Context: an optimization exercise on an open-source flow, tuned for small area. The choices shown serve that exercise and are no tape-out recipe.
The RTL was checked by simulation tests, not by an equivalence proof against the original design.

==> flow/run.sh <==
#!/bin/bash
# synth_recipe.tcl (not shown) runs the flow's synth.tcl, then flattens the netlist and writes it again
# the make line also repeats each setting of config.mk as NAME=value (left out here)
make -C /OpenROAD-flow-scripts/flow DESIGN_CONFIG=/design/flow/config.mk WORK_HOME=/design/flow/orfs CLKGATE_MAP_FILE= SYNTH_SCRIPT=/design/flow/synth_recipe.tcl finish
==> flow/config.mk <==
export PLATFORM = sky130hd
export DESIGN_NAME = Cordic
export DESIGN_NICKNAME = Cordic
export VERILOG_FILES = /design/flow/design.v
export SDC_FILE = /design/flow/constraint.sdc
export NUM_CORES = 4
export LEC_CHECK = 0
export CAP_MARGIN = 20
export CORE_MARGIN = 2
export CORE_UTILIZATION = 40
export SLEW_MARGIN = 20
==> flow/constraint.sdc <==
create_clock -name core_clock -period 5.0 [get_ports {clk}]
set_input_delay 1.0000 -clock core_clock [delete_from_list [all_inputs] [get_ports {clk}]]
set_output_delay 1.0000 -clock core_clock [all_outputs]
set_load 0.01 [all_outputs]
==> flow/design.v <==
`timescale 1ns / 100ps
module Cordic(clk,rst,phase_step,xin,yin,xout,yout);
parameter IN_WIDTH	= 16; 
parameter EXTRA_BITS	= 6; 
localparam WI			= IN_WIDTH;
localparam WXY			= IN_WIDTH+EXTRA_BITS; 
localparam STG			= WXY; 
input clk;
input rst; 
input signed  [31:0]    phase_step; 
input signed  [WI-1:0]  xin,yin;
output signed [WXY-1:0] xout,yout;
wire signed [31:0] atan_table [0:31];
                 assign atan_table[00] = 32'b0010_0000_0000_0000_0000_0000_0000_0000;
						assign atan_table[01] = 32'b0001_0010_1110_0100_0000_0101_0001_1110;
						assign atan_table[02] = 32'b0000_1001_1111_1011_0011_1000_0101_1011;
						assign atan_table[03] = 32'b0000_0101_0001_0001_0001_0001_1101_0100;
						assign atan_table[04] = 32'b0000_0010_1000_1011_0000_1101_0100_0011;
						assign atan_table[05] = 32'b0000_0001_0100_0101_1101_0111_1110_0001;
						assign atan_table[06] = 32'b0000_0000_1010_0010_1111_0110_0001_1110;
						assign atan_table[07] = 32'b0000_0000_0101_0001_0111_1100_0101_0101;
						assign atan_table[08] = 32'b0000_0000_0010_1000_1011_1110_0101_0011;
						assign atan_table[09] = 32'b0000_0000_0001_0100_0101_1111_0010_1111;
						assign atan_table[10] = 32'b0000_0000_0000_1010_0010_1111_1001_1000;
						assign atan_table[11] = 32'b0000_0000_0000_0101_0001_0111_1100_1100;
						assign atan_table[12] = 32'b0000_0000_0000_0010_1000_1011_1110_0110;
						assign atan_table[13] = 32'b0000_0000_0000_0001_0100_0101_1111_0011;
						assign atan_table[14] = 32'b0000_0000_0000_0000_1010_0010_1111_1010;
						assign atan_table[15] = 32'b0000_0000_0000_0000_0101_0001_0111_1101;
						assign atan_table[16] = 32'b0000_0000_0000_0000_0010_1000_1011_1110;
						assign atan_table[17] = 32'b0000_0000_0000_0000_0001_0100_0101_1111;
						assign atan_table[18] = 32'b0000_0000_0000_0000_0000_1010_0011_0000;
						assign atan_table[19] = 32'b0000_0000_0000_0000_0000_0101_0001_1000;
						assign atan_table[20] = 32'b0000_0000_0000_0000_0000_0010_1000_1100;
						assign atan_table[21] = 32'b0000_0000_0000_0000_0000_0001_0100_0110;
						assign atan_table[22] = 32'b0000_0000_0000_0000_0000_0000_1010_0011;
						assign atan_table[23] = 32'b0000_0000_0000_0000_0000_0000_0101_0001;
						assign atan_table[24] = 32'b0000_0000_0000_0000_0000_0000_0010_1001;
						assign atan_table[25] = 32'b0000_0000_0000_0000_0000_0000_0001_0100;
						assign atan_table[26] = 32'b0000_0000_0000_0000_0000_0000_0000_1010;
						assign atan_table[27] = 32'b0000_0000_0000_0000_0000_0000_0000_0101;
						assign atan_table[28] = 32'b0000_0000_0000_0000_0000_0000_0000_0011;
						assign atan_table[29] = 32'b0000_0000_0000_0000_0000_0000_0000_0010;
						assign atan_table[30] = 32'b0000_0000_0000_0000_0000_0000_0000_0001;
						assign atan_table[31] = 32'b0000_0000_0000_0000_0000_0000_0000_0000;
reg signed [WXY-1:0] X [0:STG-1];
reg signed [WXY-1:0] Y [0:STG-1];
reg signed [31:0]    Z [0:STG-1]; 
reg [31:0] phase_acc;
wire [1:0]  quadrant = phase_acc [31:30]; 
wire signed [WI-1:0] nxin,nyin;
assign nxin = -xin;
assign nyin = -yin;
always @(posedge clk)
	begin
		case(quadrant)
			2'b00,2'b11: 
				begin  
					X[0] <= {xin[WI-1],xin}<<{EXTRA_BITS-1};
					Y[0] <= {yin[WI-1],yin}<<{EXTRA_BITS-1};
					Z[0] <= phase_acc ;
				end
			2'b01:
				begin
					X[0] <= {nyin[WI-1],nyin}<<{EXTRA_BITS-1};
					Y[0] <= {xin[WI-1],xin}<<{EXTRA_BITS-1};
					Z[0] <= {2'b00,phase_acc[29:0]}; 
				end
			2'b10:
				begin
					X[0] <= {yin[WI-1],yin}<<{EXTRA_BITS-1};
					Y[0] <= {nxin[WI-1],nxin}<<{EXTRA_BITS-1};
					Z[0] <= {2'b11,phase_acc[29:0]};
				end
			default:;
		endcase
		if(rst) phase_acc<=32'd0; else phase_acc<=phase_acc+phase_step;
	end
genvar i;
generate
	for(i=0;i<(STG-1);i=i+1)
	begin:ITERATION
	wire z_sign;
	wire signed [WXY-1:0] x_shr,y_shr;
	assign x_shr=X[i]>>>i;
	assign y_shr=Y[i]>>>i;
	assign z_sign=Z[i][31];
	always @ (posedge clk)
			begin
				X[i+1] <= z_sign?(X[i]+y_shr):(X[i]-y_shr);
				Y[i+1] <= z_sign?(Y[i]-x_shr):(Y[i]+x_shr);
				Z[i+1] <= z_sign?(Z[i]+atan_table[i]):(Z[i]-atan_table[i]);
				end
	end
endgenerate
assign xout	=	X[STG-1];
assign yout	=	Y[STG-1];
endmodule
==> summary.txt <==
worst paths after layout:
check,start,endpoint
worst min-delay path,Z[0][23],Z[1][23]
worst min register to register,Z[0][23],Z[1][23]
worst max-delay path,Z[12][31],Z[13][31]
worst max register to register,Z[12][31],Z[13][31]
kinds of logic (layout without fill, tap and decap cells):
logic type,Yosys count,count (layout),share of synthesized area [%]
AND/OR/NAND/NOR,2925,2925,12.8
other,0,9,0
buffers and inverters,824,1178,2.81
multiplexers,111,111,1.07
AO/OA/AOI/OAI,3827,3827,22.0
XOR/XNOR,1638,1638,13.1
flip-flops,1598,1598,29.0
adder cells (fa/ha/maj),1655,1655,19.2
registers in the layout (all words and copies together) (netlist names):
register,cells
X,466
Y,465
Z,635
phase_acc,32
cell usage after synthesis, types with 161 or more instances:
master and instances:
nand2_1 588, a21o_1 623, xnor2_1 1120, xor2_1 516, nor2b_1 189, dfxtp_1 1598, o21ai_0 596, inv_1 645
nand3_1 208, o21bai_1 194, ha_1 1596, nor3_1 303, o21a_1 214, nor2_1 930, a21oi_1 1338, clkbuf_1 161
nand2b_1 199
cell type report:
class / instances / area, µm²
clock buffer: 260 / 5460
fill: 27000 / 152000
sequential: 1598 / 32000
multi-input combinational: 10200 / 75100
timing repair buffer: 190 / 1720
clock inverter: 81 / 1040
tap: 3589 / 4490
antenna: 9 / 22.5
inverter: 647 / 2430
routing by layer:
layer | routed length [µm] | up-vias
li1 | - | 45600
met1 | 118000 | 38700
met2 | 114000 | 1314
met3 | 8770 | 373
met4 | 7210 | 0
met5 | 0 | -
stage by stage:
stage / area, µm² / util [%]
after detailed placement: 116000 / 42.2
after global routing: 122000 / 44.6
after floorplan: 110000 / -
after CTS: 122000 / 44.6
final: 122000 / 44.6
after global placement: 116000 / 42.2
critical path: stages, from the launching register on:
cell,delay (ns)
dfxtp_2,0.58
inv_1,0.41
buf_4,0.35
ha_1,0.38
o21ai_0,0.10
nand2b_1,0.10
a21oi_1,0.26
o2111ai_1,0.27
a41o_1,0.33
o41ai_2,0.47
o21ba_2,0.28
o211ai_1,0.09
a21oi_1,0.43
==> summary.txt <==
Run status
  • Outcome: no timing/DRC/antenna violations

Detailed routing
  • Vias/cell: 5.20
  • Routed Antenna Nets: 0
  • WL per Instance: 15.0 µm
  • Total wire length: 248 mm
  • DR pass1 iterations: 6
  • Drt drc: 0
  • Vias post-DR: 86000
  • DRT iter0 DRCs: 4232

Clock network
  • Clk buf depth: 4
  • Post-CTS Resized: 0
  • Hold Buf Count CTS: 0
  • Htree depth: 4
  • Num CTS Buffers: 191
  • Setup bufs post-CTS: 0
  • Clock sinks: 1598
  • Worst skew pair latency: 0.89 ns
  • Clock root cell: clkbuf_16
  • CTS tree: yes
  • Clk slew on worst S/H paths: 0.06 ns

Final layout
  • P&R area growth vs syn: 11.0%
  • Non-Filler Instances: 16500
  • Commonest cells after routing, fill and taps aside: ha_1, dfxtp_1, a21oi_1, xnor2_1, nor2_1
  • Layout Nets: 14500
  • Commonest non-fill, non-tap cell in the layout: ha_1
  • Share of cells above drive strength 1: 4.30%

Setup path
  • CP Capture Type: flip-flop
  • Startpoint types: flip-flop
  • Critical path type: reg -> reg
  • Crit path max fanout: 20
  • R2R setup slack: 0.75 ns
  • WP data arrival: 4.93 ns
  • R2R cell count: 12
  • Data required, critical path: 5.69 ns

Synth
  • Async SR Flop Fraction: 0%
  • Number of flops mapped to enable cells by yosys: 0
  • Mapped Nets: 14300
  • Synth Cell Area: 110000 µm²
  • Post-Synthesis Cells: 12600
  • Top FF cell, synth: dfxtp_1
  • Largest cells by area after synthesis: dfxtp_1, ha_1, xnor2_1
  • Area fraction of the dominant cell type after synthesis: 29.0%
  • Synth unique cells: 96
  • Mean post-synth cell area: 8.76 µm²
  • Seq cells post-synth: 1598
  • Synthesis Warnings: 4
  • Sequential cell area fraction in the yosys report: 29.0%
  • Area leader, netlist: dfxtp_1

Global route
  • Gr busiest metal: met2
  • GR met2 Demand/Resource: 29.5%
  • First-pass GRT wire length: 410 mm
  • Global Route Usage Sum: 17.3%
  • Met1 usage: 22.8%
  • Initial antenna violation count: 8
  • M3 GR Usage: 2.08%
  • Grt ovf: 0
  • Largest net degree at the start of global routing: 53
  • Vias in the first global route: 82100

Timing
  • Final TNS setup: 0 ns
  • Hold_ws: 0.325 ns
  • Tightest Pin Transition: 1.02 ns
  • Final period utilization: 85.0%
  • RSZ-0062 raised after global routing: no
  • Slack of the critical path: 0.752 ns
  • Time the worst path needs with I/O delays and setup: 4.25 ns
  • Final hold violation count: 0
  • Slew HR: 31.8%
  • Skew final: 0.0937 ns
  • Final setup vio count: 0
  • Achievable Freq: 235 MHz
  • Final Max Slew Viols: 0

Place
  • Final GP Congestion: 0.873
  • IO buf count: 109
  • Placed Cells: 16200
  • Worst slack at placement: 0.701 ns
  • HPWL Detailed: 199 mm

Floorplan
  • DIE WIDTH: 529 µm
  • Core Rows: 192
  • Total I/O pin count: 110
  • Placeable Area: 274000 µm²
  • Die extent in y: 529 µm
  • Die area: 280000 µm²
  • Initial Util: 40.2%

Worst hold path
  • WHS Path Cells: 0
  • Hold Path Class: reg -> reg

Flow run
  • Max Cap Viol: 0

[re-timing with driven ports]
How much do the figures lean on ideal ports? The routed layout below was timed once more, with nothing changed but the port constraints. Step 1: set_driving_cell puts a clkbuf_16 on clk and a buf_2 on each other input, an assumption about the parent block. Step 2 adds t to the input delays and takes it off the output delays; t is the mean of the earliest and latest rising clock arrival at the registers after step 1. Input paths then give back, and output paths get back, about the clock's delay inside the block. Three values: ideal, step 1, step 2; two values: the first two.
t, ns: 0.932
slack for setup (ns): 0.752 / 0.752 / 0.752
clock arrival spread, ns: 0.108 / 0.108
worst slew at a driven data input, ns: 0.11
cell pins on the clock port's net: 1
After both steps setup and hold are still met in this run. The setup slack of this run moves by 0.000 ns with the drivers and by 0.000 ns with both steps.
